This is an optimization exercise on Yosys and OpenROAD, whose aim is small area, a short achievable clock period and few clock cycles, not a production implementation.

Design cordic, start of the top module:
module cordic (
    input  wire        clk,
    input  wire        rst_n,
    input  wire        start,
    input  wire [15:0] x_in,
    input  wire [15:0] y_in,
    input  wire [15:0] z_in,
    output reg         done,
    output wire [15:0] x_out,
    output wire [15:0] y_out,
    output wire [15:0] z_out
);
export LEC_CHECK = 0
export CAP_MARGIN = 20
export CORE_MARGIN = 2
export CORE_UTILIZATION = 40
export CTS_BUF_LIST = sky130_fd_sc_hd__clkbuf_4 sky130_fd_sc_hd__clkbuf_8
export CTS_CLUSTER_DIAMETER = 100
export CTS_CLUSTER_SIZE = 30
export SLEW_MARGIN = 20
create_clock -name core_clock -period 10.0 [get_ports {clk}]
standard.sh (not shown) runs the stock make flow with config.mk's settings and CLKGATE_MAP_FILE= SYNTH_SCRIPT=/design/flow/synth_recipe.tcl, a recipe that flattens the netlist after the stock synthesis.
==> flow/flow/run.sh <==
#!/bin/bash
# The standard layout with these changes:
# - synthesis is the standard script, with ABC's mapping script replaced by
#   flow/abc_map.script and without the step that maps adders to full- and
#   half-adder cells, so ABC maps the adders' logic itself (the registers are
#   mapped before ABC runs and are the standard synthesis's);
# - the port buffers are made from the smallest buffer cell;
# - timing repair aims at a setup slack of 6.5 ns;
# - clock tree synthesis adds no dummy loads.
set -euo pipefail
here=$(pwd)
{
  head -n 1 synth_recipe.tcl
  echo "proc abc {args} { set i [lsearch \$args -script]; lset args [expr {\$i + 1}] $here/flow/abc_map.script; yosys abc {*}\$args }"
  tail -n +2 synth_recipe.tcl
} > flow_synth.tcl
export BUFFER_PORTS_ARGS="-buffer_cell sky130_fd_sc_hd__buf_1"
cts_args="-sink_clustering_enable -repair_clock_nets -sink_clustering_size 30 -sink_clustering_max_diameter 100 -buf_list {sky130_fd_sc_hd__clkbuf_4 sky130_fd_sc_hd__clkbuf_8} -dont_use_dummy_load"
bash standard.sh CTS_ARGS="$cts_args" SYNTH_SCRIPT="$here/flow_synth.tcl" ADDER_MAP_FILE= SETUP_SLACK_MARGIN=6.5 finish > standard.log 2>&1
==> flow/flow/abc_map.script <==
strash
balance
rewrite
refactor
balance
rewrite
rewrite -z
balance
refactor -z
rewrite -z
balance
dch
map -a
topo
buffer -c
upsize -c
dnsize -c
The first run went through all stages and came out clean.
==> next run, changes <==
==> flow/flow/run.sh (replaced) <==
#!/bin/bash
# Standard layout, with the port buffers made from the smallest buffer cell
# and timing repair aimed at a setup slack of 6 ns.
set -euo pipefail
export BUFFER_PORTS_ARGS="-buffer_cell sky130_fd_sc_hd__buf_1"
bash standard.sh SETUP_SLACK_MARGIN=6 finish > standard.log 2>&1
Settings changed: CTS_BUF_LIST sky130_fd_sc_hd__clkbuf_4 sky130_fd_sc_hd__clkbuf_8 to not set, CTS_CLUSTER_DIAMETER 100 to not set, CTS_CLUSTER_SIZE 30 to not set.
removed: flow/flow/abc_map.script
Result: Utilization goes up by 0.63 points; design area climbs by 5.4%; critical path depth fell by 4; worst setup slack got worse by 0.63 ns; area after synthesis rises by 3.0%.
No run of this note included a check of the RTL's function; only the layout flow was run.

========
## delta
Another version of the RTL of cordic (not shown whole).
Size: about 750 cells after synthesis, roughly 54 flip-flops, ~5900 um2 of cells after synthesis.
// cordic
module cordic (
    input  wire        clk,
    input  wire        rst_n,
    input  wire        start,
    input  wire [15:0] x_in,
    input  wire [15:0] y_in,
    input  wire [15:0] z_in,
    output reg         done,
    output wire [15:0] x_out,
    output wire [15:0] y_out,
    output wire [15:0] z_out
);
    reg [15:0] x, y, z;
    reg [3:0] step;      
    reg        busy;
    function [15:0] add16;
        input [15:0] a, b;
        input ci;
        reg [15:0] p, g, pp, gg;
        begin
            p = a ^ b;
            g = a & b;
            gg = g; pp = p;
            gg[0] = g[0] | (p[0] & ci);
            gg[15] = gg[15] | (pp[15] & gg[14]); pp[15] = pp[15] & pp[14];
            gg[13] = gg[13] | (pp[13] & gg[12]); pp[13] = pp[13] & pp[12];
            gg[11] = gg[11] | (pp[11] & gg[10]); pp[11] = pp[11] & pp[10];
            gg[9] = gg[9] | (pp[9] & gg[8]); pp[9] = pp[9] & pp[8];
            gg[7] = gg[7] | (pp[7] & gg[6]); pp[7] = pp[7] & pp[6];
            gg[5] = gg[5] | (pp[5] & gg[4]); pp[5] = pp[5] & pp[4];
  ...
==> flow/config.mk <==
export PLATFORM = sky130hd
export DESIGN_NAME = cordic
export DESIGN_NICKNAME = cordic
export VERILOG_FILES = /design/flow/design.v
export SDC_FILE = /design/flow/constraint.sdc
export NUM_CORES = 4
export LEC_CHECK = 0
export CAP_MARGIN = 20
export CORE_MARGIN = 2
export CORE_UTILIZATION = 40
export SETUP_SLACK_MARGIN = 5
export SLEW_MARGIN = 20
==> flow/constraint.sdc <==
create_clock -name core_clock -period 10.0 [get_ports {clk}]
set_input_delay 2.0000 -clock core_clock [delete_from_list [all_inputs] [get_ports {clk}]]
set_output_delay 2.0000 -clock core_clock [all_outputs]
set_load 0.01 [all_outputs]
run.sh (not shown) runs the stock make flow with config.mk's settings and CLKGATE_MAP_FILE= SYNTH_SCRIPT=/design/flow/synth_recipe.tcl, a recipe that flattens the netlist after the stock synthesis.
Stock flow here: none of the scripts above is used.
Setup changes, delta to sierra
==> flow/flow/run.sh (new file) <==
#!/bin/bash
# Standard layout, with the port buffers made from the smallest buffer cell.
set -euo pipefail
export BUFFER_PORTS_ARGS="-buffer_cell sky130_fd_sc_hd__buf_1"
bash standard.sh finish > standard.log 2>&1
==> flow/standard.sh (new file) <==
#!/bin/bash
# synth_recipe.tcl (not shown) runs the flow's synth.tcl, then flattens the netlist and writes it again
# the make line also repeats each setting of config.mk as NAME=value (left out here)
make -C /OpenROAD-flow-scripts/flow DESIGN_CONFIG=/design/flow/config.mk WORK_HOME=/design/flow/orfs CLKGATE_MAP_FILE= SYNTH_SCRIPT=/design/flow/synth_recipe.tcl "${@:-finish}"
removed: flow/run.sh
==> comparison <==
sierra completed; timing, DRC and antenna clean
Relative to delta, the sequential share of cell area of sierra is higher by 1.4 points.
Diff delta -> sierra: met3 wire length saw an increase, worst setup slack went down, final worst-path cycle share neither gained nor lost much.
Side by side, cell area after layout turned out lower in sierra than in delta.
> inputs changed (sierra -> yarrow)
Settings: SETUP_SLACK_MARGIN: 5 -> unset.
==> flow/flow/run.sh <==
#!/bin/bash
# Standard layout, with the port buffers made from the smallest buffer cell
# and timing repair aimed at a setup slack of 7 ns.
set -euo pipefail
export BUFFER_PORTS_ARGS="-buffer_cell sky130_fd_sc_hd__buf_1"
bash standard.sh SETUP_SLACK_MARGIN=7 finish > standard.log 2>&1
## What came out
Per the comparison of yarrow with sierra, routed length on met2 went up 2200 um. Diff sierra -> yarrow | non-clock buffer count | up by more than half. sierra was smaller in final cell area than yarrow. Looking at worst hold slack, yarrow sits 7.3 ps below sierra. Diff sierra..yarrow | synthesized cell count | unchanged. Comparing yarrow and sierra, mean number of vias per cell is lower on sierra. | global routing usage on met3 | yarrow vs sierra | 3.5 points higher |. yarrow vs. sierra: critical path depth saw an increase; total vias in the final route saw an increase.
What amber does differently from yarrow at the input level:
==> flow/flow/run.sh <==
#!/bin/bash
# Standard layout, with the port buffers made from the smallest buffer cell
# and timing repair aimed at a setup slack of 6 ns.
set -euo pipefail
export BUFFER_PORTS_ARGS="-buffer_cell sky130_fd_sc_hd__buf_1"
bash standard.sh SETUP_SLACK_MARGIN=6 finish > standard.log 2>&1
Results
amber was carried through to the last stage, and its layout satisfied the timing, DRC and antenna checks.
In the flow results for amber and yarrow, the met3 demand-to-capacity share in global routing is larger on yarrow.
Sequential share of layout area (amber over yarrow): increase, 0.75 points
No functional check of the RTL was part of any run of this note.

## afterwards: timing with drivers on the ports
Ports are ideal in the flow. The routed layouts listed here were re-timed in OpenROAD. Step 1 assumes that a clkbuf_16 drives the clock port and a buf_2 every other input. Step 2 adds t to the input delays and takes it off the output delays; t is the mean of the earliest and latest rising clock arrival at the registers after step 1. Input paths then give back, and output paths get back, about the clock's delay inside the block. a / b / c = ideal ports / drivers / drivers and shift; a / b = the first two.
run	t (ns)	slack for setup (ns)	worst setup path at the end	clock arrival spread, ns	pins driven straight from the clock port
the first run of note 1	0.395	6.829 / 6.807 / 6.479	input to register	0.014 / 0.013	1
the second run of note 1	0.381	6.201 / 6.201 / 6.201	register to register	0.008 / 0.008	1
delta	0.347	5.297 / 5.297 / 5.297	register to register	0.007 / 0.007	1
sierra	0.351	5.286 / 5.286 / 5.286	register to register	0.006 / 0.007	1
yarrow	0.350	5.814 / 5.814 / 5.814	register to register	0.007 / 0.007	1
amber	0.356	5.836 / 5.836 / 5.836	register to register	0.008 / 0.008	1
After both steps every run listed still meets setup and hold. The setup slack of the first run of note 1, which loses most, moves by -0.022 ns with the drivers and by -0.350 ns with both steps.
